Source: an optimization exercise on an open RTL-to-GDS flow (aim: small area). Production flows keep margins and buffers that such runs may drop.
Only simulation tests tie the RTL to the original design; equivalence was not proved.
Power is estimated from default activity; no workload was simulated.

[flow/run.sh]
#!/bin/bash
# Own layout flow: the standard synthesis (registers and their names
# unchanged), then the combinational logic between the registers
# re-optimised for area by ABC, then the standard layout from floorplan
# to finish.  Each tool writes its full output to a log of its own here.
set -euo pipefail
W=$(pwd)
F=$W/flow
R=$W/orfs/results/${FLOW_PLATFORM:-sky130hd}/top_module/base
export REOPT_LIB=$FLOW_HOME/platforms/sky130hd/lib/sky130_fd_sc_hd__tt_025C_1v80.lib
export REOPT_DIR=$W/reopt
mkdir -p "$REOPT_DIR"

# 1. standard synthesis only
bash standard.sh "$R/1_2_yosys.v" > "$W/flow_synth.log" 2>&1
cp "$R/1_2_yosys.v" "$REOPT_DIR/std.v"

# 2. combinational re-optimisation
grep -o -- "-dont_use [A-Za-z0-9_]*" "$W/orfs/logs/${FLOW_PLATFORM:-sky130hd}/top_module/base/1_2_yosys.log" \
    | sort -u | tr '\n' ' ' > "$REOPT_DIR/dont_use.txt" || true
yosys -q -p "read_liberty -ignore_miss_func $REOPT_LIB; write_verilog -noattr $REOPT_DIR/cells_all.v" \
    > "$W/flow_cells.log" 2>&1
python3 "$F/comb_cells.py" "$REOPT_DIR/cells_all.v" "$REOPT_DIR/cells_comb.v" > "$W/flow_comb_cells.log" 2>&1
export REOPT_IN=$REOPT_DIR/std.v
# four ABC runs with different seeds side by side; the smallest is kept
for seed in 1 2 3 4; do
    sed "s/&deepsyn -T 60/\&deepsyn -T 150 -S $seed/" "$F/area.abc" > "$REOPT_DIR/area_$seed.abc"
    REOPT_SCRIPT=$REOPT_DIR/area_$seed.abc REOPT_OUT=$REOPT_DIR/reopt_$seed.v REOPT_TAG=_$seed \
        yosys -c "$F/reopt.tcl" > "$W/flow_reopt_$seed.log" 2>&1 &
done
wait
best=$(for seed in 1 2 3 4; do
    a=$(sed -n "s/.*Chip area for module .*: //p" "$REOPT_DIR/stat_after_$seed.txt" 2>/dev/null)
    [ -n "$a" ] && [ -s "$REOPT_DIR/reopt_$seed.v" ] && echo "$a $seed"
done | sort -g | head -n 1 | cut -d' ' -f2)
echo "kept ABC run $best" > "$W/flow_reopt_pick.log"
cp "$REOPT_DIR/reopt_$best.v" "$R/1_2_yosys.v"

# 3. standard layout from the re-optimised netlist, with small port
#    buffers and a clock tree of small buffers
export BUFFER_PORTS_ARGS="-buffer_cell sky130_fd_sc_hd__buf_1"
export CTS_ARGS="-sink_clustering_enable -repair_clock_nets -buf_list sky130_fd_sc_hd__clkbuf_8 -root_buf sky130_fd_sc_hd__clkbuf_16 -sink_clustering_size 16 -dont_use_dummy_load"
bash standard.sh > "$W/flow_layout.log" 2>&1
[flow/area.abc]
strash
&get -n
&fraig -x
&put
dc2
dc2
strash
&get -n
&deepsyn -T 60
&put
strash
&get -n
&dch -f
&nf -R 1000
&put
[flow/comb_cells.py]
#!/usr/bin/env python3
# Keeps the combinational cells of the liberty dump (argv[1]) as a techmap
# file (argv[2]): every module without a register, minus tie/fill/tap/etc.
import re, sys
src = open(sys.argv[1]).read()
mods = re.split(r'(?=^module )', src, flags=re.M)
skip = re.compile(r'module sky130_fd_sc_hd__(df|edf|sdf|dl|sdl|lpflow|probe|tap|fill|decap|diode|conb|macro)')
keep = [m for m in mods if m.startswith('module') and not skip.match(m) and 'reg ' not in m]
open(sys.argv[2], 'w').write(''.join(keep))
print(len(keep), 'combinational cells')
[flow/reopt.tcl]
# Re-optimise the combinational logic of the standard netlist for area.
# Registers (and every other non-combinational cell) stay as they are.
yosys -import
set lib $::env(REOPT_LIB)
set du [string trim [read [open $::env(REOPT_DIR)/dont_use.txt]]]
read_liberty -lib $lib
read_verilog $::env(REOPT_IN)
hierarchy -check -top top_module
tee -o $::env(REOPT_DIR)/stat_before$::env(REOPT_TAG).txt stat -liberty $lib
techmap -map $::env(REOPT_DIR)/cells_comb.v
techmap
opt -purge
# hide the names techmap gave the cells' internal nets, so that ports keep
# their own nets and need no extra buffers
yosys rename -hide w:*.*
eval abc -script $::env(REOPT_SCRIPT) -liberty $lib $du
opt_clean -purge
hilomap -singleton -hicell sky130_fd_sc_hd__conb_1 HI -locell sky130_fd_sc_hd__conb_1 LO
insbuf -buf sky130_fd_sc_hd__buf_4 A X
splitnets
opt_clean -purge
check -assert
tee -o $::env(REOPT_DIR)/stat_after$::env(REOPT_TAG).txt stat -liberty $lib
write_verilog -noattr -nohex -nodec $::env(REOPT_OUT)
[standard.sh]
#!/bin/bash
# synth_recipe.tcl (not shown) runs the flow's synth.tcl, then flattens the netlist and writes it again
# the make line also repeats each setting of config.mk as NAME=value (left out here)
make -C /OpenROAD-flow-scripts/flow DESIGN_CONFIG=/design/flow/config.mk WORK_HOME=/design/flow/orfs CLKGATE_MAP_FILE= SYNTH_SCRIPT=/design/flow/synth_recipe.tcl "${@:-finish}"
[config.mk]
export PLATFORM = sky130hd
export DESIGN_NAME = top_module
export DESIGN_NICKNAME = top_module
export VERILOG_FILES = /design/flow/design.v
export SDC_FILE = /design/flow/constraint.sdc
export NUM_CORES = 4
export LEC_CHECK = 0
export CAP_MARGIN = 5
export CORE_MARGIN = 2
export CORE_UTILIZATION = 65
export GPL_TIMING_DRIVEN = 0
export SETUP_SLACK_MARGIN = -2
export SLEW_MARGIN = 5
[constraint.sdc]
create_clock -name core_clock -period 44.0 [get_ports {CLOCK}]
set_input_delay 8.8000 -clock core_clock [delete_from_list [all_inputs] [get_ports {CLOCK}]]
set_output_delay 8.8000 -clock core_clock [all_outputs]
set_load 0.01 [all_outputs]
[design.v]
`timescale 1ns / 1ps
module top_module(
	input CLOCK,
	input reset,
	input PS2Clk,
	input PS2Data,
	input [15:1] SW,
	input PB1,PB2,
	output [6:0] seg,
	output [3:0] an,
	output [3:0] JA,
	output LED
    );
    reg [4:0] cnt;
    reg [10:0] cmid;
    reg [1:0] csel;
    wire c_lo_end = (cnt == 5'd31);
    wire cmid_z10 = (cmid[9:0] == 10'd0);
    always @(posedge CLOCK)
        if (reset) begin
            cnt <= 5'd0;
            cmid <= 11'h001;
            csel <= 2'd0;
        end else begin
            cnt <= cnt + 1'b1;
            if (c_lo_end) begin
                cmid <= {cmid[9:0], cmid[10] ^ cmid[8] ^ cmid_z10};
                if (cmid_z10 & ~cmid[10]) csel <= csel + 1'b1;
            end
        end
    wire hr       = (cnt[3:0] == 4'd0);    
    wire div_rise = hr & ~cnt[4];           
    wire cap      = hr &  cnt[4];           
    assign JA[3]  = ~(cnt[4] ^ hr);         
    reg [11:0] Freq, Amp;
    always @(posedge CLOCK)
        if (reset) begin
            Freq <= 12'd1;
            Amp  <= 12'd1;
        end else if (PB1)
            Freq <= SW[12:1];
        else if (PB2)
            Amp <= SW[12:1];
    reg [16:0] c2;
    reg show_freq;
    always @(posedge CLOCK)
        if (reset) begin
            c2 <= 17'h15728;
            show_freq <= 1'b0;
        end else if (c2 == 17'h15728) begin
            c2 <= 17'h1ffff;
            show_freq <= ~show_freq;
        end else
            c2 <= {c2[15:0], c2[16] ^ c2[13]};
    reg [8:0] c3;
    reg dac_start;
    always @(posedge CLOCK)
        if (reset) begin
            c3 <= 9'h1bc;
            dac_start <= 1'b0;
        end else if (c3 == 9'h1bc) begin
            c3 <= 9'h1ff;
            dac_start <= ~dac_start;
        end else
            c3 <= {c3[7:0], c3[8] ^ c3[4]};
    reg [17:0] sc_cnt;
    reg sc_w, sc_clk;
    wire [11:0] Fd = (Freq == 12'd0) ? 12'd1 : Freq;
    wire [17:0] T = 18'd195312 / Fd;
    wire [17:0] sc_next = sc_w ? 18'd0 : sc_cnt + 1'b1;
    always @(posedge CLOCK) begin
        sc_cnt <= sc_next;
        if (reset) begin
            sc_w <= 1'b1;
            sc_clk <= 1'b0;
        end else begin
            sc_w <= (sc_next >= T);
            if (sc_w) sc_clk <= ~sc_clk;
        end
    end
    wire start_rise = sc_w & ~sc_clk;
    wire [1:0] msel;
    reg set_sqr, set_tri, set_sine;
    always @(*) begin
        set_sqr = 1'b0; set_tri = 1'b0; set_sine = 1'b0;
        if (SW[15]) begin
            set_sqr  = (msel == 2'd0);
            set_tri  = (msel == 2'd1);
            set_sine = (msel == 2'd2);
        end else begin
            set_sqr  = ~SW[14];
            set_tri  = SW[14] & ~SW[13];
            set_sine = SW[14] &  SW[13];
        end
    end
    reg [8:0] wc;
    reg [11:0] data_a;
    wire [6:0] sj = wc[6:0];
    wire [6:0] sidx = sj[6] ? (7'd0 - sj) : sj;
    reg [10:0] qv;
    always @(*) begin
        case (sidx)
            7'd0: qv = 11'h000;
            7'd1: qv = 11'h032;
            7'd2: qv = 11'h064;
            7'd3: qv = 11'h096;
            7'd4: qv = 11'h0c8;
            7'd5: qv = 11'h0fa;
            7'd6: qv = 11'h12c;
            7'd7: qv = 11'h15e;
            7'd8: qv = 11'h18f;
            7'd9: qv = 11'h1c0;
            7'd10: qv = 11'h1f1;
            7'd11: qv = 11'h222;
            7'd12: qv = 11'h252;
            7'd13: qv = 11'h282;
            7'd14: qv = 11'h2b1;
            7'd15: qv = 11'h2e0;
            7'd16: qv = 11'h30f;
            7'd17: qv = 11'h33d;
            7'd18: qv = 11'h36b;
            7'd19: qv = 11'h398;
            7'd20: qv = 11'h3c5;
            7'd21: qv = 11'h3f1;
            7'd22: qv = 11'h41c;
            7'd23: qv = 11'h447;
            7'd24: qv = 11'h471;
            7'd25: qv = 11'h49a;
            7'd26: qv = 11'h4c3;
            7'd27: qv = 11'h4eb;
            7'd28: qv = 11'h512;
            7'd29: qv = 11'h539;
            7'd30: qv = 11'h55f;
            7'd31: qv = 11'h583;
            7'd32: qv = 11'h5a7;
            7'd33: qv = 11'h5ca;
            7'd34: qv = 11'h5ed;
            7'd35: qv = 11'h60e;
            7'd36: qv = 11'h62e;
            7'd37: qv = 11'h64e;
            7'd38: qv = 11'h66c;
            7'd39: qv = 11'h68a;
            7'd40: qv = 11'h6a6;
            7'd41: qv = 11'h6c1;
            7'd42: qv = 11'h6dc;
            7'd43: qv = 11'h6f5;
            7'd44: qv = 11'h70d;
            7'd45: qv = 11'h724;
            7'd46: qv = 11'h73a;
            7'd47: qv = 11'h74f;
            7'd48: qv = 11'h763;
            7'd49: qv = 11'h776;
            7'd50: qv = 11'h787;
            7'd51: qv = 11'h798;
            7'd52: qv = 11'h7a7;
            7'd53: qv = 11'h7b5;
            7'd54: qv = 11'h7c2;
            7'd55: qv = 11'h7cd;
            7'd56: qv = 11'h7d8;
            7'd57: qv = 11'h7e1;
            7'd58: qv = 11'h7e9;
            7'd59: qv = 11'h7f0;
            7'd60: qv = 11'h7f5;
            7'd61: qv = 11'h7f9;
            7'd62: qv = 11'h7fd;
            7'd63: qv = 11'h7fe;
            7'd64: qv = 11'h7ff;
            default: qv = 11'h7ff;
        endcase
    end
    wire [11:0] sine_val = ~wc[7] ? {1'b1, qv} :
                           (sj == 7'd0) ? 12'h800 : {1'b0, ~qv};
    wire inwin = cnt[4] & (cnt[3:0] <= 4'd12);
    wire [1:0] mode_now = set_tri ? 2'd1 : set_sqr ? 2'd2 : set_sine ? 2'd3 : 2'd0;
    reg pend;
    reg [1:0] pmode;
    always @(posedge CLOCK) begin
        if (start_rise & inwin) pmode <= mode_now;
        if (reset) pend <= 1'b0;
        else if (start_rise & inwin) pend <= 1'b1;
        else if (~inwin) pend <= 1'b0;
    end
    wire upd = (start_rise | pend) & ~inwin;
    wire [1:0] mode = pend ? pmode : mode_now;
    always @(posedge CLOCK)
        if (reset) begin
            data_a <= 12'd0;
            wc <= 9'd0;
        end else if (upd) begin
            if (mode == 2'd1) begin
                if (wc == 9'd0) begin
                    if (data_a >= 12'd4063) begin
                        wc <= 9'd1;
                        data_a[11:5] <= data_a[11:5] - 1'b1;
                    end else
                        data_a[11:5] <= data_a[11:5] + 1'b1;
                end else begin
                    if (data_a < 12'd32) begin
                        wc <= 9'd0;
                        data_a[11:5] <= data_a[11:5] + 1'b1;
                    end else
                        data_a[11:5] <= data_a[11:5] - 1'b1;
                end
            end else if (mode == 2'd2) begin
                data_a <= (wc <= 9'd128) ? 12'h000 : 12'hFFF;
                wc <= (wc == 9'd256) ? 9'd0 : wc + 1'b1;
            end else if (mode == 2'd3) begin
                data_a <= sine_val;
                wc <= (wc >= 9'd255) ? 9'd0 : wc + 1'b1;
            end
        end
    reg busy, shifting;       
    reg [3:0] k;              
    reg [11:0] H;
    reg [12:0] L;
    wire mul_step = ~busy & cnt[4] & (cnt[3:0] != 4'd0) & (cnt[3:0] <= 4'd13);
    wire div_step = shifting & div_rise & (k >= 4'd2) & (k != 4'd15);
    wire [12:0] msum = {1'b0, H} + (L[0] ? {1'b0, data_a} : 13'd0);
    wire [12:0] dx = {H, L[12]};
    wire dq = (dx >= 13'd3300);
    wire [12:0] dr = dq ? dx - 13'd3300 : dx;
    always @(posedge CLOCK) begin
        if (cap & ~busy) begin
            H <= 12'd0;
            L <= {1'b0, Amp};
        end else if (mul_step) begin
            H <= msum[12:1];
            L <= {msum[0], L[12:1]};
        end else if (div_step) begin
            H <= dr[11:0];
            L <= {L[11:0], dq};
        end
    end
    always @(posedge CLOCK)
        if (reset) begin
            busy <= 1'b0;
            shifting <= 1'b0;
            k <= 4'd0;
        end else if (div_rise) begin
            if (~busy) begin
                if (dac_start) begin
                    busy <= 1'b1;
                    shifting <= 1'b1;
                end
            end else if (shifting) begin
                k <= k + 1'b1;
                if (k == 4'd15) shifting <= 1'b0;
            end else if (~dac_start)
                busy <= 1'b0;
        end
    assign JA[0] = ~shifting;
    assign JA[1] = shifting & (k[3] | k[2]) & L[0];
    assign JA[2] = 1'b0;
    assign LED = ~busy;
    reg ps_c1, ps_c2, ps_d;
    reg [3:0] b;
    reg dbit;
    reg [1:0] c1, ms;
    wire clk_fall = ps_c2 & ~ps_c1;
    always @(posedge CLOCK) begin
        ps_d <= PS2Data;
        if (reset) begin
            ps_c1 <= 1'b1;
            ps_c2 <= 1'b1;
        end else begin
            ps_c1 <= PS2Clk;
            ps_c2 <= ps_c1;
        end
    end
    always @(posedge CLOCK)
        if (reset) begin
            b <= 4'd0;
            dbit <= 1'b0;
        end else if (clk_fall) begin
            if (b == 4'd3) dbit <= ps_d;
            if (b <= 4'd10) b <= b + 1'b1;
            else if (b == 4'd11) b <= 4'd1;
        end
    wire flag_rise = clk_fall & (b == 4'd10);
    always @(posedge CLOCK)
        if (reset) begin
            c1 <= 2'd0;
            ms <= 2'd0;
        end else if (flag_rise) begin
            c1 <= (c1 == 2'd2) ? 2'd0 : c1 + 1'b1;
            if (c1 == 2'd0 && dbit)
                ms <= (ms == 2'd2) ? 2'd0 : ms + 1'b1;
        end
    assign msel = ms;
    reg [11:0] X;
    always @(posedge CLOCK)
        if (reset) X <= 12'd0;
        else if (hr) X <= show_freq ? Freq : Amp;
    reg [15:0] bcd;
    integer i;
    always @(*) begin
        bcd = 16'd0;
        for (i = 11; i >= 0; i = i - 1) begin
            if (bcd[3:0]   >= 4'd5) bcd[3:0]   = bcd[3:0]   + 4'd3;
            if (bcd[7:4]   >= 4'd5) bcd[7:4]   = bcd[7:4]   + 4'd3;
            if (bcd[11:8]  >= 4'd5) bcd[11:8]  = bcd[11:8]  + 4'd3;
            bcd = {bcd[14:0], X[i]};
        end
    end
    reg [3:0] dig;
    reg [3:0] an_r;
    always @(*) begin
        case (csel)
            2'd0: begin dig = bcd[3:0];   an_r = 4'b1110; end
            2'd1: begin dig = bcd[7:4];   an_r = 4'b1101; end
            2'd2: begin dig = bcd[11:8];  an_r = 4'b1011; end
            default: begin dig = bcd[15:12]; an_r = 4'b0111; end
        endcase
    end
    assign an = an_r;
    reg [6:0] seg_r;
    always @(*) begin
        case (dig)
            4'd0 : seg_r = 7'b1000000;
            4'd1 : seg_r = 7'b1111001;
            4'd2 : seg_r = 7'b0100100;
            4'd3 : seg_r = 7'b0110000;
            4'd4 : seg_r = 7'b0011001;
            4'd5 : seg_r = 7'b0010010;
            4'd6 : seg_r = 7'b0000010;
            4'd7 : seg_r = 7'b1111000;
            4'd8 : seg_r = 7'b0000000;
            4'd9 : seg_r = 7'b0010000;
            default : seg_r = 7'b0111111;
        endcase
    end
    assign seg = seg_r;
endmodule
==> results of run 1 <==
==> state kept, by name (all words and copies together), names as in the netlist, 5 cells and up <==
name,flops
X,12
sc_cnt,18
H,12
c3,9
L,13
cnt,5
cmid,11
data_a,12
wc,9
c2,17
Amp,12
Freq,12
==> cells in the final DEF, fill, tap and decap left out, types with 18 or more instances in the layout <==
master      n
clkinv_1   66
or2_0      26
nand2b_1   25
maj3_1     20
o21ai_0   107
dfxtp_1   155
and2_0     29
xnor2_1   116
nand3_1    37
nor2b_1    29
a21oi_1   151
nand2_1   174
xor2_1     51
buf_1      34
nor2_1    267
a22o_1     35
o22ai_1    18
or3_1      27
nor3_1     82
and3_1     29
==> power by group <==
group	switching, uW	internal (uW)	total [uW]
Combinational	526	384	910
Sequential	11.4	161	172
Clock	48.6	36.6	85.1
Total	586	582	1170
==> layer usage <==
metal | GRT usage | vias up | routed length, um
li1 | - | 6192 | -
met1 | 0.401 | 5720 | 14000
met2 | 0.482 | 294 | 13800
met3 | 0.0418 | 44 | 1350
met4 | 0.0874 | 0 | 512
met5 | 0 | - | 0
==> worst max path at each step <==
| stage | depth (start not counted) | slack [ns] | end | start |
|---|---|---|---|---|
| 2_1_floorplan | 197 | 7.60 | sc_w | Freq[10] |
| 3_3_place_gp | 197 | 2.07 | sc_w | Freq[10] |
| 3_5_place_dp | 197 | 1.57 | sc_w | Freq[10] |
| 4_1_cts | 197 | 1.32 | sc_w | Freq[10] |
| 5_1_grt | 197 | -1.85 | sc_w | Freq[9] |
| 6_report | 196 | 2.21 | sc_w | Freq[10] |
==> metrics by stage <==
| step | hold slack, ns | setup WS, ns | util |
|---|---|---|---|
| 2_1_floorplan | 0.405 | 7.60 | - |
| 3_3_place_gp | 0.417 | 2.07 | 0.681 |
| 3_5_place_dp | 0.429 | 1.57 | 0.683 |
| 4_1_cts | 0.434 | 1.32 | 0.696 |
| 5_1_grt | 0.465 | -1.85 | 0.697 |
| 6_report | 0.433 | 2.21 | 0.697 |
==> layout make-up <==
type,instances,area share
buffer,2,0.00116
sequential,169,0.271
inverter,66,0.0191
timing repair buffer,36,0.0117
tap,234,0.0225
multi-input combinational,1453,0.655
clock buffer,17,0.0189
==> worst register-to-register path: cells and delay by family, from the launching register on <==
family | cells | cell delay [ns]
compound gates | 71 | 15.53
flops | 1 | 0.56
buf+inv | 1 | 0.12
mux | 1 | 0.31
xor+xnor | 10 | 2.21
simple gates | 94 | 16.15
fa+ha+maj | 19 | 6.79
==> results by group, run 1 <==
Placement
  • Dpl hpwl: 21900 um
  • Input/output buffers: 35
  • Post-DP Area: 12700 um2
  • Placed cell count: 1960
  • Routability-driven placement congestion ratio: 0.980

GRT
  • Via count of the first global-routing pass: 10800
  • Antenna violations before repair: 0
  • Largest net degree at the start of global routing: 43
  • Global route overflow: 0
  • GRT Resource Usage Total: 0.293
  • First-pass GRT wire length: 49700 um

Power and ir drop
  • Lkg Pwr: 0.00463 uW
  • Tot Pwr: 1170 uW
  • PwrDens: 89.9 nW/um2
  • Worst IR Drop VDD: 0.0000822 V

Setup path
  • R2r worst-path depth: 196
  • Setup slack, reg-to-reg: 2.21 ns
  • Worst stage delay on the critical path: 0.71 ns
  • CP Launch Type: flop
  • WP buf/inv: 1
  • Slowest stage cell, crit path: nor3_2
  • CP top delay family: simple AND/OR/NAND/NOR gates
  • Worst r2r dst: sc_w
  • Arrival time worst endpoint: 42.03 ns
  • Critical path class: reg -> reg
  • Worst reg2reg startpoint: Freq[10]
  • Crit path required time: 44.24 ns
  • Crit-path max FO: 19
  • Crit. End Element: flop

CTS
  • CTS resizes: 0
  • Clk buf depth: 2
  • Worst skew pair latency: 0.39 ns
  • H-tree Lvls: 4
  • Hold-fix buffer count after cts: 0
  • Clk sinks: 169
  • CTS tree: yes
  • Post-CTS setup buffers: 0
  • Root Buffer: clkbuf_16
  • Num CTS Buffers: 17
  • Clk slew on worst S/H paths: 0.09 ns

Timing
  • Clock period minus worst slack: 41.79 ns
  • Worst-Margin Slew: 1.26 ns
  • Final setup viols: 0
  • Setup TNS: 0 ns
  • Slew Viols, Final: 0
  • Rel. slew slack: 0.159
  • Final Cycle Share: 0.950
  • Final hold violation count: 0
  • Clock Skews: 0.0411 ns
  • Maximum clock frequency: 23.9 MHz

Layout
  • Post-route cell area: 13000 um2
  • Post-Layout Cell Count: 1977
  • Area occupied by multi-input gates: 8510 um2
  • Syn-to-layout area delta: 5.85%
  • Fillers: 1599
  • Register area: 3520 um2
  • Final #Nets: 1766
  • ANT cells: 0
  • Ratio of cells with drive above 1 in the final layout: 0.0149

Drt
  • DRC violations left: 0
  • Routed len/inst: 15.0 um
  • Drt pass-1 iters: 6
  • DRT iter0 DRCs: 847
  • DR vias: 12300
  • WL final: 29600 um
  • ANT nets after route: 0
  • Via density: 6.20

Floorplan
  • Top Ports: 37
  • Initial core utilization: 0.658
  • Die area: 20000 um2
  • Die X: 141 um
  • Core Area: 18600 um2
  • Rows: 50
  • Die H: 141 um

Hold path
  • Worst min path class: reg -> reg
  • Hold Path Sink: ps_c2
  • Hold depth: 1
  • Min-delay src: ps_c1

Outcome
  • Status: timing/DRC/antenna clean

Synth
  • Syn Area/Cell: 7.26 um2
  • Syn Nets: 1711
  • Synth Warn #: 1
  • Gate Count Post-Synth: 1690
  • Post-Syn Area: 12300 um2

Job
  • MaxCap Viol Count: 0
==> run 2: changes to the inputs <==
--- a/flow/run.sh
+++ b/flow/run.sh
@@ -24,5 +24,5 @@
 export REOPT_IN=$REOPT_DIR/std.v
 # four ABC runs with different seeds side by side; the smallest is kept
-for seed in 1 2 3 4; do
+for seed in 4; do
     sed "s/&deepsyn -T 60/\&deepsyn -T 150 -S $seed/" "$F/area.abc" > "$REOPT_DIR/area_$seed.abc"
     REOPT_SCRIPT=$REOPT_DIR/area_$seed.abc REOPT_OUT=$REOPT_DIR/reopt_$seed.v REOPT_TAG=_$seed \
@@ -30,5 +30,5 @@
 done
 wait
-best=$(for seed in 1 2 3 4; do
+best=$(for seed in 4; do
     a=$(sed -n "s/.*Chip area for module .*: //p" "$REOPT_DIR/stat_after_$seed.txt" 2>/dev/null)
     [ -n "$a" ] && [ -s "$REOPT_DIR/reopt_$seed.v" ] && echo "$a $seed"
==> results by group, run 2 <==
CTS
  • Clk buf depth: 2 (unchanged)
  • Worst skew pair latency: 0.39 ns (about the same)
  • Post-CTS setup buffers: 0 (unchanged)
  • Root Buffer: clkbuf_16
  • CTS tree: yes
  • Clk slew on worst S/H paths: 0.09 ns (about the same)
  • Clk sinks: 169 (unchanged)
  • Num CTS Buffers: 17 (unchanged)
  • Hold-fix buffer count after cts: 0 (unchanged)
  • CTS resizes: 0 (unchanged)
  • H-tree Lvls: 4 (unchanged)

GRT
  • Via count of the first global-routing pass: 10800 (unchanged)
  • Largest net degree at the start of global routing: 43 (unchanged)
  • GRT Resource Usage Total: 0.293 (unchanged)
  • Antenna violations before repair: 0 (unchanged)
  • First-pass GRT wire length: 49700 um (unchanged)
  • Global route overflow: 0 (unchanged)

Layout
  • Commonest non-fill, non-tap cell in the layout: nor2_1
  • Max reg flops: 18 (unchanged)
  • Fillers: 1599 (unchanged)
  • Largest regs: sc_cnt x18, c2 x17, L x13
  • Final #Nets: 1766 (unchanged)
  • Syn-to-layout area delta: 5.85% (unchanged)
  • ANT cells: 0 (unchanged)
  • Post-route cell area: 13000 um2 (unchanged)
  • Commonest cells after routing, fill and taps aside: nor2_1 (267), nand2_1 (174), dfxtp_1 (155)
  • Register area: 3520 um2 (unchanged)
  • Ratio of cells with drive above 1 in the final layout: 0.0149 (unchanged)
  • Area occupied by multi-input gates: 8510 um2 (unchanged)
  • Top reg by flops: sc_cnt

Synth
  • Post-Syn Area: 12300 um2 (unchanged)
  • Gate Count Post-Synth: 1690 (unchanged)
  • Synth Warn #: 1 (unchanged)
  • Syn Nets: 1711 (unchanged)
  • Syn Area/Cell: 7.26 um2 (unchanged)

Power and ir drop
  • Worst IR Drop VDD: 0.0000822 V (unchanged)
  • Lkg Pwr: 0.00463 uW (unchanged)
  • Tot Pwr: 1170 uW (unchanged)
  • PwrDens: 89.9 nW/um2 (unchanged)

Drt
  • Drt pass-1 iters: 6 (unchanged)
  • Via density: 6.20 (unchanged)
  • Routed len/inst: 15.0 um (unchanged)
  • DRC violations left: 0 (unchanged)
  • WL final: 29600 um (unchanged)
  • M1 wire length: 14000 um (unchanged)
  • DRT iter0 DRCs: 847 (unchanged)
  • WL met2: 13800 um (unchanged)
  • Metal3 WL: 1350 um (unchanged)
  • Uppermost layer routed: met4
  • DR vias: 12300 (unchanged)
  • ANT nets after route: 0 (unchanged)

Timing
  • Final setup viols: 0 (unchanged)
  • Worst-Margin Slew: 1.26 ns (unchanged)
  • Clock Skews: 0.0411 ns (unchanged)
  • Rel. slew slack: 0.159 (unchanged)
  • Final Cycle Share: 0.950 (unchanged)
  • Maximum clock frequency: 23.9 MHz (unchanged)
  • Clock period minus worst slack: 41.79 ns (unchanged)
  • Minimum hold slack: 0.433 ns (unchanged)
  • Setup WS post-layout: 2.21 ns (unchanged)
  • Slew Viols, Final: 0 (unchanged)
  • Final hold violation count: 0 (unchanged)

Floorplan
  • Rows: 50 (unchanged)
  • Die area: 20000 um2 (unchanged)
  • Die H: 141 um (unchanged)
  • Core Area: 18600 um2 (unchanged)
  • Top Ports: 37 (unchanged)
  • Initial core utilization: 0.658 (unchanged)
  • Die X: 141 um (unchanged)

Setup path
  • Crit-path max FO: 19 (unchanged)
  • Arrival time worst endpoint: 42.03 ns (about the same)
  • CP Launch Type: flop
  • WP buf/inv: 1 (unchanged)
  • R2r worst-path depth: 196 (unchanged)
  • Worst reg2reg startpoint: Freq[10]
  • Worst r2r dst: sc_w
  • Crit. Startpoint: Freq[10]
  • Slowest stage cell, crit path: nor3_2
  • Critical Path Stages: 196 (unchanged)
  • Critical path class: reg -> reg
  • Crit path required time: 44.24 ns (about the same)
  • Setup slack, reg-to-reg: 2.21 ns (about the same)
  • Crit. End Element: flop
  • Worst stage delay on the critical path: 0.71 ns (about the same)
  • Critical Path End: sc_w
  • CP top delay family: simple AND/OR/NAND/NOR gates

Outcome
  • Status: timing/DRC/antenna clean

Placement
  • Pre-CTS WS: 1.57 ns (unchanged)
  • Dpl hpwl: 21900 um (unchanged)
  • Input/output buffers: 35 (unchanged)
  • Routability-driven placement congestion ratio: 0.980 (unchanged)
  • Post-DP Area: 12700 um2 (unchanged)

Job
  • MaxCap Viol Count: 0 (unchanged)

Hold path
  • Worst min path class: reg -> reg
==> run 2: through the flow <==
| stage | util | setup TNS (ns) | instances |
|---|---|---|---|
| finish | 0.697 | 0 | 1977 |
| global route | 0.697 | -1.85 | 1977 |
| CTS | 0.696 | 0 | 1977 |
| detailed placement | 0.683 | 0 | 1960 |
| global placement | 0.681 | 0 | 1959 |
| floorplan | - | 0 | 1690 |
==> run 2: power by group <==
part           total, uW  internal, uW  switching [uW]  leakage, uW
Combinational        910           384             526      0.00310
Clock               85.1          36.6            48.6     0.000127
Sequential           172           161            11.4      0.00140
Total               1170           582             586      0.00463
==> run 2: how the worst min path moves through the flow <==
stage / startpoint / end / slack, ns / cells past startpoint
after floorplan: c2[2] / c2[3] / 0.40 / 1
after CTS: ps_c1 / ps_c2 / 0.43 / 1
final: ps_c1 / ps_c2 / 0.43 / 1
after global placement: c2[2] / c2[3] / 0.42 / 1
after global routing: ps_c1 / ps_c2 / 0.47 / 1
after detailed placement: c2[15] / c2[16] / 0.43 / 1
==> run 2: layout make-up <==
cell class,count,share of cell area
Timing Repair Buffer,36,0.0117
Clock buffer,17,0.0189
Tap cell,234,0.0225
Inverter,66,0.0191
Buffer,2,0.00116
Sequential cell,169,0.271
Multi-Input combinational cell,1453,0.655
==> run 2: layer usage <==
| metal | global-route usage | up-vias |
|---|---|---|
| met5 | 0 | - |
| met4 | 0.0874 | 0 |
| met3 | 0.0418 | 44 |
| met2 | 0.482 | 294 |
| met1 | 0.401 | 5720 |
| li1 | - | 6192 |
==> run 2: worst register-to-register path, delay by kind of cell (launching register included) <==
kind / cells / cell delay (ns)
compound gates: 71 / 15.53
mux: 1 / 0.31
flops: 1 / 0.56
buf+inv: 1 / 0.12
xor+xnor: 10 / 2.21
fa+ha+maj: 19 / 6.79
simple gates: 94 / 16.15
==> run 3: changes to the inputs <==
--- a/config.mk
+++ b/config.mk
@@ -6,8 +6,8 @@
 export NUM_CORES = 4
 export LEC_CHECK = 0
-export CAP_MARGIN = 5
+export CAP_MARGIN = 0
 export CORE_MARGIN = 2
 export CORE_UTILIZATION = 65
 export GPL_TIMING_DRIVEN = 0
 export SETUP_SLACK_MARGIN = -2
-export SLEW_MARGIN = 5
+export SLEW_MARGIN = 0
==> results by group, run 3 <==
Floorplan
  • Die X: 141 um (unchanged)
  • Core Area: 18600 um2 (unchanged)
  • Die area: 20000 um2 (unchanged)
  • Rows: 50 (unchanged)
  • Die H: 141 um (unchanged)
  • Top Ports: 37 (unchanged)
  • Initial core utilization: 0.658 (unchanged)

Placement
  • Routability-driven placement congestion ratio: 0.980 (unchanged)
  • Input/output buffers: 35 (unchanged)
  • Post-DP Area: 12700 um2 (about the same)
  • Dpl hpwl: 21800 um (-0.11%)
  • Placed cell count: 1960 (unchanged)
  • Pre-CTS WS: 1.13 ns (-0.445 ns)

Setup path
  • Worst reg2reg startpoint: Freq[10]
  • CP Launch Type: flop
  • Arrival time worst endpoint: 42.14 ns (+0.11 ns)
  • R2r worst-path depth: 197 (+0.51%)
  • Crit. End Element: flop
  • Slowest stage cell, crit path: a21oi_1
  • Worst r2r dst: sc_w
  • Setup slack, reg-to-reg: 2.10 ns (-0.11 ns)
  • Worst stage delay on the critical path: 0.77 ns (+0.06 ns)
  • Critical path class: reg -> reg
  • Crit-path max FO: 19 (unchanged)
  • Crit. Startpoint: Freq[10]
  • Crit path required time: 44.24 ns (about the same)
  • Critical Path End: sc_w

Layout
  • Syn-to-layout area delta: 5.86% (about the same)
  • Largest regs: sc_cnt x18, c2 x17, L x13
  • ANT cells: 0 (unchanged)
  • Ratio of cells with drive above 1 in the final layout: 0.0149 (about the same)
  • Max reg flops: 18 (unchanged)
  • Post-Layout Cell Count: 1978 (+0.051%)
  • Top reg by flops: sc_cnt
  • Post-route cell area: 13000 um2 (about the same)
  • Final #Nets: 1767 (+0.057%)
  • Commonest cells after routing, fill and taps aside: nor2_1 (267), nand2_1 (174), dfxtp_1 (155)
  • Commonest non-fill, non-tap cell in the layout: nor2_1

CTS
  • CTS tree: yes
  • Clk slew on worst S/H paths: 0.09 ns (about the same)
  • CTS resizes: 0 (unchanged)
  • Worst skew pair latency: 0.38 ns (about the same)
  • Clk buf depth: 2 (unchanged)
  • Hold-fix buffer count after cts: 0 (unchanged)
  • Clk sinks: 169 (unchanged)
  • Root Buffer: clkbuf_16
  • Num CTS Buffers: 17 (unchanged)
  • Post-CTS setup buffers: 0 (unchanged)
  • H-tree Lvls: 4 (unchanged)

GRT
  • First-pass GRT wire length: 49600 um (-0.18%)
  • Largest net degree at the start of global routing: 43 (unchanged)
  • Global route overflow: 0 (unchanged)
  • Via count of the first global-routing pass: 10800 (+0.43%)
  • GRT Resource Usage Total: 0.292 (-0.000966)
  • Antenna violations before repair: 0 (unchanged)

Power and ir drop
  • Int Pwr: 583 uW (+0.14%)
  • Lkg Pwr: 0.00463 uW (about the same)
  • Tot Pwr: 1160 uW (-0.28%)
  • Sw Ratio: 0.500 (-0.00207)
  • Combinational power share: 0.779 (about the same)
  • PwrDens: 89.6 nW/um2 (-0.29%)
  • Clk network pwr share: 0.073 (about the same)
  • Reg power frac: 0.148 (about the same)
  • NetSw: 582 uW (-0.69%)
  • Worst IR Drop VDD: 0.000102 V (+24%)

Drt
  • ANT nets after route: 0 (unchanged)
  • Via density: 6.20 (+0.13%)
  • DRT iter0 DRCs: 760 (-10%)
  • Routed len/inst: 14.9 um (-0.53%)
  • Drt pass-1 iters: 6 (unchanged)
  • DRC violations left: 0 (unchanged)
  • WL final: 29500 um (-0.48%)
  • DR vias: 12300 (+0.18%)

Job
  • MaxCap Viol Count: 0 (unchanged)

Timing
  • Minimum hold slack: 0.434 ns (+0.00118 ns)
  • Maximum clock frequency: 23.9 MHz (-0.27%)
  • Worst-Margin Slew: 1.25 ns (-0.00791 ns)
  • Rel. slew slack: 0.165 (+0.00529)
  • Setup WS post-layout: 2.10 ns (-0.114 ns)
  • Final hold violation count: 0 (unchanged)
  • Slew Viols, Final: 0 (unchanged)
  • Final Cycle Share: 0.952 (+0.00259)
  • Clock Skews: 0.0377 ns (-0.00344 ns)
  • Clock period minus worst slack: 41.90 ns (+0.114 ns)
  • Final setup viols: 0 (unchanged)

Hold path
  • Worst min path class: reg -> reg
  • Hold depth: 1 (unchanged)

Synth
  • Syn Area/Cell: 7.26 um2 (unchanged)
  • Syn Nets: 1711 (unchanged)
  • Synth Warn #: 1 (unchanged)
  • Gate Count Post-Synth: 1690 (unchanged)
  • Post-Syn Area: 12300 um2 (unchanged)

Outcome
  • Status: timing/DRC/antenna clean
## run 3: worst min-delay path by stage
stage / slack (ns) / to / startpoint
floorplan: 0.40 / c2[3] / c2[2]
global placement: 0.42 / c2[3] / c2[2]
detailed placement: 0.43 / c2[3] / c2[2]
CTS: 0.44 / ps_c2 / ps_c1
global route: 0.47 / ps_c2 / ps_c1
finish: 0.43 / ps_c2 / ps_c1
## run 3: per-stage QoR
stage / util / setup TNS (ns)
global placement: 0.681 / 0
CTS: 0.695 / 0
global route: 0.697 / -1.97
floorplan: - / 0
detailed placement: 0.682 / 0
finish: 0.697 / 0
## run 3: critical path: cells and delay by family (launching register included)
family          cells  cell delay, ns
compound gates     71           15.48
xor+xnor           10            2.20
fa+ha+maj          19            6.77
buf+inv             2            0.41
flops               1            0.56
mux                 1            0.30
simple gates       94           15.98
## run 3: power by group through the flow
stage / clock network [uW] / logic (uW) / registers, uW
after floorplan: 0 / 766 / 172
after global placement: 0 / 866 / 175
after detailed placement: 0 / 892 / 176
after CTS: 86.7 / 895 / 172
after global routing: 93.3 / 1020 / 174
final: 85.3 / 907 / 172
## run 3: area by class of cell
class	count	area, um2
multi-input cells	1453	8510
fillers	1604	5650
flip-flops and latches	169	3520
plain buffers	2	15.0
inverters	66	248
well taps	234	293
clock buffers	17	245
repair buffers	37	158
## run 3: per-layer routing
| layer | share of wire | vias up | track usage | routed length [um] |
|---|---|---|---|---|
| li1 | - | 6186 | - | - |
| met1 | 0.47 | 5739 | 0.394 | 13900 |
| met2 | 0.47 | 308 | 0.490 | 13800 |
| met3 | 0.046 | 39 | 0.0442 | 1350 |
| met4 | 0.015 | 0 | 0.0758 | 450 |
| met5 | 0 | - | 0 | 0 |
==> run 4: changes to the inputs <==
--- a/flow/run.sh
+++ b/flow/run.sh
@@ -40,4 +40,4 @@
 #    buffers and a clock tree of small buffers
 export BUFFER_PORTS_ARGS="-buffer_cell sky130_fd_sc_hd__buf_1"
-export CTS_ARGS="-sink_clustering_enable -repair_clock_nets -buf_list sky130_fd_sc_hd__clkbuf_8 -root_buf sky130_fd_sc_hd__clkbuf_16 -sink_clustering_size 16 -dont_use_dummy_load"
+export CTS_ARGS="-sink_clustering_enable -repair_clock_nets -buf_list sky130_fd_sc_hd__clkbuf_8 -root_buf sky130_fd_sc_hd__clkbuf_8 -sink_clustering_size 16 -dont_use_dummy_load"
 bash standard.sh > "$W/flow_layout.log" 2>&1
--- a/config.mk
+++ b/config.mk
@@ -6,8 +6,8 @@
 export NUM_CORES = 4
 export LEC_CHECK = 0
-export CAP_MARGIN = 0
+export CAP_MARGIN = 5
 export CORE_MARGIN = 2
-export CORE_UTILIZATION = 65
+export CORE_UTILIZATION = 70
 export GPL_TIMING_DRIVEN = 0
 export SETUP_SLACK_MARGIN = -2
-export SLEW_MARGIN = 0
+export SLEW_MARGIN = 5
==> results by group, run 4 <==
Timing
  • Maximum clock frequency: 23.8 MHz (-0.46%)
  • Slew Viols, Final: 0 (unchanged)
  • Final hold violation count: 0 (unchanged)
  • Final setup viols: 0 (unchanged)
  • Clock Skews: 0.0498 ns (+0.0121 ns)
  • Clock period minus worst slack: 42.10 ns (+0.196 ns)
  • Final Cycle Share: 0.957 (+0.00445)
  • Rel. slew slack: 0.137 (-0.0281)
  • Worst-Margin Slew: 1.29 ns (+0.0420 ns)
  • Setup TNS: 0 ns (unchanged)

Setup path
  • Worst r2r dst: sc_w
  • WP buf/inv: 1 (-1)
  • Critical path class: reg -> reg
  • Crit path required time: 44.32 ns (+0.08 ns)
  • R2r worst-path depth: 198 (+0.51%)
  • Crit. Startpoint: Freq[10]
  • Worst reg2reg startpoint: Freq[10]
  • Crit. End Element: flop
  • Worst stage delay on the critical path: 0.78 ns (about the same)
  • Crit-path max FO: 19 (unchanged)
  • Slowest stage cell, crit path: a21oi_1
  • CP Launch Type: flop
  • Setup slack, reg-to-reg: 1.90 ns (-0.20 ns)
  • Arrival time worst endpoint: 42.42 ns (+0.28 ns)
  • CP top delay family: compound AO/OA/AOI/OAI gates

Power and ir drop
  • Lkg Pwr: 0.00462 uW (-0.17%)
  • Worst IR Drop VDD: 0.000140 V (+38%)
  • PwrDens: 90.2 nW/um2 (+0.64%)

Synth
  • Syn Nets: 1711 (unchanged)
  • Gate Count Post-Synth: 1690 (unchanged)
  • Synth Warn #: 1 (unchanged)
  • Syn Area/Cell: 7.26 um2 (unchanged)
  • Post-Syn Area: 12300 um2 (unchanged)

GRT
  • GRT Resource Usage Total: 0.314 (+0.0223)
  • Global route overflow: 0 (unchanged)
  • First-pass GRT wire length: 48800 um (-1.7%)
  • Largest net degree at the start of global routing: 45 (+4.7%)
  • Via count of the first global-routing pass: 10900 (+0.62%)
  • Antenna violations before repair: 0 (unchanged)

Layout
  • ANT cells: 0 (unchanged)
  • Core Util, Final: 0.752 (+0.0553)
  • Max reg flops: 18 (unchanged)
  • Top reg by flops: sc_cnt
  • Ratio of cells with drive above 1 in the final layout: 0.0143 (-0.000565)
  • Final #Nets: 1766 (-0.057%)
  • Syn-to-layout area delta: 5.64%
  • Commonest cells after routing, fill and taps aside: nor2_1 (267), nand2_1 (174), dfxtp_1 (155)
  • Commonest non-fill, non-tap cell in the layout: nor2_1
  • Largest regs: sc_cnt x18, c2 x17, L x13

Floorplan
  • Top Ports: 37 (unchanged)
  • Die H: 136 um (-3.5%)
  • Die area: 18600 um2 (-6.9%)
  • Die X: 136 um (-3.5%)
  • Core Area: 17200 um2 (-7.5%)
  • Rows: 48 (-4.0%)
  • Initial core utilization: 0.712 (+0.0537)

CTS
  • Clk buf depth: 2 (unchanged)
  • CTS tree: yes
  • Clk slew on worst S/H paths: 0.09 ns (about the same)
  • Worst skew pair latency: 0.48 ns (+0.10 ns)
  • Root Buffer: clkbuf_8
  • Clk sinks: 169 (unchanged)
  • H-tree Lvls: 4 (unchanged)
  • Num CTS Buffers: 17 (unchanged)
  • Hold-fix buffer count after cts: 0 (unchanged)

Outcome
  • Status: timing/DRC/antenna clean

Job
  • MaxCap Viol Count: 0 (unchanged)

Drt
  • WL final: 30100 um (+1.9%)
  • DRT iter0 DRCs: 937 (+23%)
  • DR vias: 12500 (+1.6%)
  • Via density: 6.33 (+2.1%)
  • ANT nets after route: 0 (unchanged)
  • DRC violations left: 0 (unchanged)
  • Routed len/inst: 15.3 um (+2.4%)
  • Drt pass-1 iters: 6 (unchanged)

Hold path
  • Worst min path class: reg -> reg
  • Hold Path Sink: c3[3]
  • Min-delay src: c3[2]
  • Hold depth: 1 (unchanged)

Placement
  • Dpl hpwl: 22100 um (+1.1%)
  • Routability-driven placement congestion ratio: 0.936 (-4.5%)
  • Input/output buffers: 35 (unchanged)
==> run 4: cell types whose count changed in the layout (fill, tap and decap cells not counted), sizes merged <==
cell	change
buf	-1
==> run 4: cell type report <==
class | count | area (um2)
buffer | 2 | 15.0
sequential | 169 | 3520
timing repair buffer | 36 | 153
inverter | 66 | 248
tap | 225 | 282
fill | 1385 | 4270
clock buffer | 17 | 234
multi-input combinational | 1453 | 8510
==> run 4: worst max-delay path by stage <==
stage / slack (ns) / end / depth (start not counted)
3_3_place_gp: 2.42 / sc_w / 197
5_1_grt: -1.94 / sc_w / 199
6_report: 1.90 / sc_w / 198
4_1_cts: 1.41 / sc_w / 198
3_5_place_dp: 1.62 / sc_w / 198
2_1_floorplan: 7.60 / sc_w / 197
==> run 4: routing by layer <==
metal | part of all wire | up-vias | routed length, um | GRT usage
met3 | 0.049 | 64 | 1480 | 0.0403
li1 | - | 6206 | - | -
met1 | 0.45 | 5809 | 13600 | 0.408
met4 | 0.020 | 0 | 616 | 0.101
met2 | 0.48 | 384 | 14400 | 0.540
met5 | 0 | - | 0 | 0
==> run 4: stage by stage <==
stage               power, uW  cell area (um2)  cells  hold slack (ns)  setup WS [ns]
global route             1270            13000   1968            0.465          -1.94
CTS                      1150            12900   1968            0.446           1.41
global placement         1040            12700   1950            0.420           2.42
detailed placement       1070            12700   1951            0.424           1.62
floorplan                 938            12300   1690            0.405           7.60
finish                   1170            13000   1968            0.447           1.90
==> run 4: report_power, final <==
part	internal [uW]	leakage, uW	switching (uW)	total, uW
logic	384	0.00310	530	914
registers	161	0.00140	11.4	172
clock network	34.2	0.000122	49.0	83.1
total	579	0.00462	590	1170
==> run 4: repair_timing <==
item,CTS,global route
setup endpoints to repair,0,1
buffers inserted,0,0
gates resized for setup,0,1
==> run 4: worst register-to-register path, delay by kind of cell (launching register included) <==
kind / cells / cell delay [ns]
compound gates: 72 / 16.05
simple gates: 95 / 15.99
fa+ha+maj: 19 / 6.81
xor+xnor: 10 / 2.20
flops: 1 / 0.55
mux: 1 / 0.31
buf+inv: 1 / 0.10
==> run 5: changes to the inputs <==
--- a/flow/run.sh
+++ b/flow/run.sh
@@ -23,21 +23,27 @@
 python3 "$F/comb_cells.py" "$REOPT_DIR/cells_all.v" "$REOPT_DIR/cells_comb.v" > "$W/flow_comb_cells.log" 2>&1
 export REOPT_IN=$REOPT_DIR/std.v
-# four ABC runs with different seeds side by side; the smallest is kept
-for seed in 4; do
-    sed "s/&deepsyn -T 60/\&deepsyn -T 150 -S $seed/" "$F/area.abc" > "$REOPT_DIR/area_$seed.abc"
-    REOPT_SCRIPT=$REOPT_DIR/area_$seed.abc REOPT_OUT=$REOPT_DIR/reopt_$seed.v REOPT_TAG=_$seed \
-        yosys -c "$F/reopt.tcl" > "$W/flow_reopt_$seed.log" 2>&1 &
+# eight ABC runs with different seeds, four at a time; the smallest is kept
+for batch in "1 2 3 4" "5 6 7 8"; do
+    for seed in $batch; do
+        sed "s/&deepsyn -T 60/\&deepsyn -T 150 -S $seed/" "$F/area.abc" > "$REOPT_DIR/area_$seed.abc"
+        REOPT_SCRIPT=$REOPT_DIR/area_$seed.abc REOPT_OUT=$REOPT_DIR/reopt_$seed.v REOPT_TAG=_$seed \
+            yosys -c "$F/reopt.tcl" > "$W/flow_reopt_$seed.log" 2>&1 &
+    done
+    wait
 done
-wait
-best=$(for seed in 4; do
+best=$(for seed in 1 2 3 4 5 6 7 8; do
     a=$(sed -n "s/.*Chip area for module .*: //p" "$REOPT_DIR/stat_after_$seed.txt" 2>/dev/null)
     [ -n "$a" ] && [ -s "$REOPT_DIR/reopt_$seed.v" ] && echo "$a $seed"
 done | sort -g | head -n 1 | cut -d' ' -f2)
-echo "kept ABC run $best" > "$W/flow_reopt_pick.log"
-cp "$REOPT_DIR/reopt_$best.v" "$R/1_2_yosys.v"
+if [ -n "$best" ]; then
+    echo "kept ABC run $best" > "$W/flow_reopt_pick.log"
+    cp "$REOPT_DIR/reopt_$best.v" "$R/1_2_yosys.v"
+else
+    echo "no ABC run finished; standard netlist kept" > "$W/flow_reopt_pick.log"
+fi
 
 # 3. standard layout from the re-optimised netlist, with small port
 #    buffers and a clock tree of small buffers
 export BUFFER_PORTS_ARGS="-buffer_cell sky130_fd_sc_hd__buf_1"
-export CTS_ARGS="-sink_clustering_enable -repair_clock_nets -buf_list sky130_fd_sc_hd__clkbuf_8 -root_buf sky130_fd_sc_hd__clkbuf_8 -sink_clustering_size 16 -dont_use_dummy_load"
+export CTS_ARGS="-sink_clustering_enable -repair_clock_nets -buf_list sky130_fd_sc_hd__clkbuf_8 -root_buf sky130_fd_sc_hd__clkbuf_16 -sink_clustering_size 16 -dont_use_dummy_load"
 bash standard.sh > "$W/flow_layout.log" 2>&1
--- a/config.mk
+++ b/config.mk
@@ -6,8 +6,7 @@
 export NUM_CORES = 4
 export LEC_CHECK = 0
-export CAP_MARGIN = 5
+export CAP_MARGIN = 20
 export CORE_MARGIN = 2
-export CORE_UTILIZATION = 70
+export CORE_UTILIZATION = 55
 export GPL_TIMING_DRIVEN = 0
-export SETUP_SLACK_MARGIN = -2
-export SLEW_MARGIN = 5
+export SLEW_MARGIN = 20
==> results by group, run 5 <==
Outcome
  • Status: timing/DRC/antenna clean

GRT
  • Met1 Use GR: 0.350 (-0.0576)
  • Met3 Track Usage GR: 0.0369 (-0.00341)
  • Antenna violations before repair: 0 (unchanged)
  • Met2 usage: 0.400 (-0.141)
  • Global route overflow: 0 (unchanged)
  • Largest net degree at the start of global routing: 35 (-22%)
  • GRT Resource Usage Total: 0.250 (-0.0640)
  • First-pass GRT wire length: 50300 um (+3.2%)
  • Global route hottest layer: met2
  • Via count of the first global-routing pass: 10600 (-3.0%)

CTS
  • Clk slew on worst S/H paths: 0.08 ns (about the same)
  • Num CTS Buffers: 17 (unchanged)
  • Hold-fix buffer count after cts: 0 (unchanged)
  • Clk sinks: 169 (unchanged)
  • Worst skew pair latency: 0.39 ns (-0.09 ns)
  • Clk buf depth: 2 (unchanged)
  • H-tree Lvls: 4 (unchanged)
  • Root Buffer: clkbuf_16
  • CTS tree: yes

Timing
  • Clock Skews: 0.0369 ns (-0.0129 ns)
  • Worst-Margin Slew: 1.10 ns (-0.192 ns)
  • Setup TNS: 0 ns (unchanged)
  • Setup WS post-layout: 4.30 ns (+2.40 ns)
  • Clock period minus worst slack: 39.70 ns (-2.40 ns)
  • Final hold violation count: 0 (unchanged)
  • Minimum hold slack: 0.440 ns (-0.00730 ns)
  • Final Cycle Share: 0.902 (-0.0546)
  • Maximum clock frequency: 25.2 MHz (+6.0%)
  • Slew Viols, Final: 0 (unchanged)
  • Setup repair after global routing missed its margin: false
  • Final setup viols: 0 (unchanged)
  • Rel. slew slack: 0.267 (+0.130)

Layout
  • Core Util, Final: 0.601 (-0.151)
  • Largest regs: sc_cnt x18, c2 x17, L x13
  • Max reg flops: 18 (unchanged)
  • Final #Nets: 1771 (+0.28%)
  • Commonest cells after routing, fill and taps aside: nor2_1 (264), nand2_1 (174), dfxtp_1 (154)
  • Register area: 3520 um2 (about the same)
  • ANT cells: 0 (unchanged)
  • Top reg by flops: sc_cnt
  • Ratio of cells with drive above 1 in the final layout: 0.0223 (+0.00797)
  • Commonest non-fill, non-tap cell in the layout: nor2_1
  • Fillers: 2039 (+47%)
  • Area occupied by multi-input gates: 8560 um2 (+0.60%)
  • Syn-to-layout area delta: 7.27%

Setup path
  • CP Launch Type: flop
  • R2r worst-path depth: 204 (+3.0%)
  • Setup slack, reg-to-reg: 4.30 ns (+2.40 ns)
  • Worst r2r dst: sc_w
  • Critical path class: reg -> reg
  • Crit-path max FO: 20 (+1)
  • Slowest stage cell, crit path: dfxtp_1
  • Arrival time worst endpoint: 39.93 ns (-2.49 ns)
  • Worst reg2reg startpoint: Freq[9]
  • Crit. End Element: flop
  • Crit path required time: 44.24 ns (-0.08 ns)
  • Worst stage delay on the critical path: 0.55 ns (-0.23 ns)
  • Most used cell along the critical path: nor2_1

Placement
  • Input/output buffers: 35 (unchanged)
  • Dpl hpwl: 22200 um (+0.34%)
  • Pre-CTS WS: 2.86 ns (+1.24 ns)
  • Routability-driven placement congestion ratio: 0.907 (-3.1%)

Synth
  • Gate Count Post-Synth: 1690 (unchanged)
  • Synth Warn #: 1 (unchanged)
  • Post-Syn Area: 12300 um2 (unchanged)
  • Syn Area/Cell: 7.26 um2 (unchanged)
  • Syn Nets: 1711 (unchanged)

Drt
  • Drt pass-1 iters: 6 (unchanged)
  • DRC violations left: 0 (unchanged)
  • DRT iter0 DRCs: 798 (-15%)
  • Via density: 5.95 (-6.0%)
  • Routed len/inst: 14.7 um (-3.5%)
  • ANT nets after route: 0 (unchanged)
  • DR vias: 12100 (-3.1%)
  • WL final: 29900 um (-0.52%)

Hold path
  • Hold Path Sink: c2[3]
  • Hold depth: 1 (unchanged)
  • Worst min path class: reg -> reg
  • Min-delay src: c2[2]

Floorplan
  • Core Area: 21900 um2 (+27%)
  • Die area: 23500 um2 (+26%)
  • Die H: 153 um (+12%)
  • Top Ports: 37 (unchanged)
  • Initial core utilization: 0.561 (-0.151)
  • Rows: 54 (+13%)
  • Die X: 153 um (+12%)

Power and ir drop
  • Clk network pwr share: 0.072 (about the same)
  • Lkg Pwr: 0.00467 uW (+1.1%)
  • Int Pwr: 601 uW (+3.6%)
  • Sw Ratio: 0.496 (-0.00876)
  • Combinational power share: 0.783 (+0.002)
  • PwrDens: 90.5 nW/um2 (+0.30%)
  • Worst IR Drop VDD: 0.0000915 V (-35%)
  • Reg power frac: 0.145 (-0.002)
  • NetSw: 591 uW (about the same)

Job
  • MaxCap Viol Count: 0 (unchanged)
run 5: cell types whose count changed in the layout (fill, tap and decap cells not counted), sizes merged:
cell,change
buf,+5
run 5: worst max path at each step:
stage	from	end	slack [ns]	cells past startpoint
final	Freq[9]	sc_w	4.30	204
after global routing	Freq[10]	sc_w	0.09	209
after CTS	Freq[9]	sc_w	2.64	199
after detailed placement	Freq[9]	sc_w	2.86	200
after global placement	Freq[7]	sc_w	1.57	196
after floorplan	Freq[10]	sc_w	7.60	197
run 5: cell type report:
class,count,share of cell area
well taps,280,0.0266
inverters,66,0.0188
repair buffers,41,0.0167
multi-input cells,1453,0.650
flip-flops and latches,169,0.268
clock buffers,17,0.0186
plain buffers,2,0.00114
run 5: critical path, delay by kind of cell, from the launching register on:
kind / cells / cell delay, ns
xor+xnor: 10 / 2.04
mux: 1 / 0.32
fa+ha+maj: 19 / 6.73
flops: 1 / 0.55
compound gates: 73 / 14.63
simple gates: 94 / 14.19
buf+inv: 7 / 0.99
run 5: power by group through the flow:
| stage | Clock, uW | Combinational [uW] | Sequential (uW) |
|---|---|---|---|
| finish | 85.8 | 933 | 172 |
| global placement | 0 | 876 | 176 |
| detailed placement | 0 | 905 | 176 |
| floorplan | 0 | 766 | 172 |
| global route | 94.5 | 1050 | 174 |
| CTS | 88.4 | 908 | 172 |
run 5: timing repair:
action                                  CTS  global route
buffers inserted                          0             2
endpoints found under the setup margin    0             1
resized for setup                         0            12
run 5: through the flow:
stage | std cells | instance area [um2] | power, uW
6_report | 2028 | 13200 | 1190
5_1_grt | 2028 | 13200 | 1320
4_1_cts | 2026 | 13100 | 1170
3_5_place_dp | 2009 | 12800 | 1080
3_3_place_gp | 2005 | 12800 | 1050
2_1_floorplan | 1690 | 12300 | 938
run 5: per-layer routing:
| layer | up-vias | wire (um) |
|---|---|---|
| met4 | 0 | 478 |
| met2 | 265 | 13500 |
| met3 | 29 | 1230 |
| met1 | 5574 | 14700 |
| met5 | - | 0 |
| li1 | 6203 | - |

[what the ideal ports hide]
In the flow no input, the clock included, has a driving cell. The finished layouts below were timed again as built, in two steps.
Step 1 assumes that a clkbuf_16 drives the clock port and a buf_2 every other input.
Step 2 also shifts input and output timing later by t, the mid clock arrival at the registers, as if the neighbouring blocks saw the same clock.
Slacks: ideal / step 1 / step 2; pairs: ideal / step 1.
run	t, ns	slack for setup (ns)	hold slack, ns
run 1	0.420	2.212 / 2.212 / 2.212	0.433 / 0.433 / 0.433
run 2	0.420	2.212 / 2.212 / 2.212	0.433 / 0.433 / 0.433
run 3	0.412	2.098 / 2.098 / 2.098	0.434 / 0.434 / 0.434
run 4	0.495	1.903 / 1.903 / 1.903	0.447 / 0.447 / 0.447
run 5	0.417	4.304 / 4.304 / 4.304	0.440 / 0.440 / 0.440
After both steps every run listed still meets setup and hold.
